This design comes from an exercise in tuning for a short achievable clock period and few clock cycles on the open sky130 flow, not from production work. The RTL was checked by simulation tests, not by an equivalence proof against the original design. Power figures rest on the tool's default switching activity, not on a simulated workload.

==> flow/design.v (excerpt) <==
module mips_cpu (
	input         clk,
	input         rst,
	output [31:0] imem_addr,
	input  [31:0] imem_data,
	output [31:0] dmem_addr,
	output [31:0] dmem_wdata,
	output        dmem_we,
	output        dmem_re,
	input  [31:0] dmem_rdata
);
	localparam BEQ = 0, BNE = 1, BNZ = 2, BZ = 3, BALW = 4;
	reg [31:0] pc;
	reg        vx;                        
	reg [31:0] xa, xb, xi;                
	reg        xa_m, xb_m;                
	reg [31:0] xbi, xbix;                 
	reg        sb_m;                      
	reg [31:0] x_pc4;
	reg        x_pred, x_br, x_jr;
	reg [4:0]  x_bk;
	reg        x_wen, x_st, x_ld;
	reg [4:0]  x_rd;
	reg        x_add, x_sub, x_slt, x_sltu, x_and, x_or, x_xor, x_sll, x_srl, x_b;
	reg [31:0] m_res, m_wd;
	reg [31:0] m_addr;                    
	reg        m_ld;                      
	reg        m_we, m_re, m_wen;
	reg [4:0]  m_rd;
	reg [31:0] rf [1:31];
	wire [31:0] ins = imem_data;
	wire [5:0] op = ins[31:26];
	wire [5:0] fn = ins[5:0];
	wire [4:0] rs = ins[25:21];
	wire [4:0] rt = ins[20:16];
	wire [4:0] rd = ins[15:11];
	wire [31:0] se = {{16{ins[15]}}, ins[15:0]};
	wire is_r    = (op == 6'h00);
	wire is_jr   = is_r && (fn == 6'h08);
	wire is_ialu = (op[5:3] == 3'b001);
	wire is_lui  = (op == 6'h0F);
	wire is_ld   = (op == 6'h20) || (op == 6'h23);
	wire is_st   = (op == 6'h28) || (op == 6'h2B);
	wire is_bri  = (op == 6'h01);
	wire is_br   = (op[5:2] == 4'b0001) || is_bri;
	wire is_j    = (op == 6'h02);
	wire is_jal  = (op == 6'h03);
	wire [2:0] iop = op[2:0];
	wire f_add  = (is_r && (fn == 6'h20 || fn == 6'h21 || fn == 6'h22 || fn == 6'h23)) ||
  ...
For scale: about 5700 cells after synthesis.
Settings: LEC_CHECK=0, CAP_MARGIN=20, CORE_MARGIN=2, CORE_UTILIZATION=40, SLEW_MARGIN=20, SYNTH_HIERARCHICAL=1, SYNTH_MINIMUM_KEEP_SIZE=0; clock period 12.0 ns.
standard.sh (not shown) runs the stock make flow with config.mk's settings and CLKGATE_MAP_FILE= SYNTH_SCRIPT=/design/flow/synth_recipe.tcl, a recipe that flattens the netlist after the stock synthesis.
==> flow/flow/run.sh <==
#!/bin/bash
# The standard layout (standard synthesis, floorplan, placement, CTS, routing),
# with timing repair aimed at a shorter period than the constraint's: the
# constraint is unchanged, only the repair's setup margin is larger. The resizer
# may change a cell's footprint, and ports are buffered with buf_8.
set -euo pipefail
bash standard.sh SETUP_SLACK_MARGIN=8.3 TNS_END_PERCENT=30 ABC_CLOCK_PERIOD_IN_PS=1000 \
  MATCH_CELL_FOOTPRINT=0 "BUFFER_PORTS_ARGS=-buffer_cell sky130_fd_sc_hd__buf_8" finish > standard.log 2>&1
Testbench counts at the start, summed over its fixed seeds: cycles 43,327.
Edit:
- CORE_UTILIZATION: 40 -> 60
Outcome:
- final cell count decreases by roughly a tenth
- power came out lower slightly
- combinational power hardly moves

========
branch raven:
Another version of the RTL of mips_cpu (not shown whole).
Size in the first run: roughly 5700 cells after synthesis, about 1300 flip-flops, roughly 74000 um^2 of cells after synthesis.
export LEC_CHECK = 0
export CAP_MARGIN = 20
export CORE_MARGIN = 2
export CORE_UTILIZATION = 40
export SLEW_MARGIN = 20
export SYNTH_HIERARCHICAL = 1
export SYNTH_MINIMUM_KEEP_SIZE = 0
create_clock -name core_clock -period 12.0 [get_ports {clk}]
Scripts as last shown in full above: flow/flow/run.sh
branch raven went all the way through synthesis, placement and routing and the layout is clean on timing, DRC and antenna.
Testbench counts of branch raven, summed over its fixed seeds: cycles 43,327.
--- input diff branch raven..branch delta ---
# branch raven
export LEC_CHECK = 0
export CAP_MARGIN = 20
export CORE_MARGIN = 2
export CORE_UTILIZATION = 40
export SLEW_MARGIN = 20
export SYNTH_HIERARCHICAL = 1
export SYNTH_MINIMUM_KEEP_SIZE = 0
create_clock -name core_clock -period 12.0 [get_ports {clk}]
# branch delta
export LEC_CHECK = 0
export CAP_MARGIN = 20
export CORE_MARGIN = 2
export CORE_UTILIZATION = 60
export SLEW_MARGIN = 20
export SYNTH_HIERARCHICAL = 1
export SYNTH_MINIMUM_KEEP_SIZE = 0
create_clock -name core_clock -period 12.0 [get_ports {clk}]
--- outcome ---
Compared with branch raven, in branch delta worst hold slack shows a reduction of 0.0054 ns, synthesized cell area shows no meaningful change, internal power summed over all cells shows a reduction of about 1.1%, fraction of final layout cells sized beyond drive strength 1 shows a reduction of 1.1 points.
Relative to branch raven, cell area has decreased by 1.9% in branch delta.
branch delta vs branch raven: combinational share of power down
STATUS area of the core: branch delta wins against branch raven
[compare] base=branch raven new=branch delta: power decreased by 0.12 mW relative to the old numbers; total global routing track utilization went up 14 points; length of routed met3 wiring went up.

==> afterwards: timing with drivers on the ports <==
Ports are ideal in the flow. The routed layouts listed here were re-timed in OpenROAD.
Step 1 assumes that a clkbuf_16 drives the clock port and a buf_2 every other input.
Step 2, shift: input delay + t, output delay - t, t = (earliest + latest rising clock arrival at the registers) / 2. This alone moves slack from input paths to output paths.
Three values: no drivers, after step 1, after step 2; two values: the first two.
| run | t, ns | slack for setup (ns) | hold WS [ns] | slew at the worst register clock pin (ns) | pins driven straight from the clock port |
|---|---|---|---|---|---|
| the first run of note 1 | 0.877 | 7.880 / 7.451 / 6.574 | 0.409 / 0.409 / 0.409 | 0.07 / 0.07 | 1 |
| the second run of note 1 | 0.877 | 7.923 / 7.621 / 6.743 | 0.417 / 0.417 / 0.417 | 0.07 / 0.07 | 1 |
| branch raven | 0.887 | 7.952 / 7.996 / 7.109 | 0.424 / 0.424 / 0.424 | 0.07 / 0.07 | 1 |
| branch delta | 0.863 | 8.001 / 7.927 / 7.065 | 0.419 / 0.419 / 0.419 | 0.07 / 0.07 | 1 |
After both steps setup and hold are still met in every run listed. The setup slack of the first run of note 1, which loses most, moves by -0.429 ns with the drivers and by -1.306 ns with both steps.
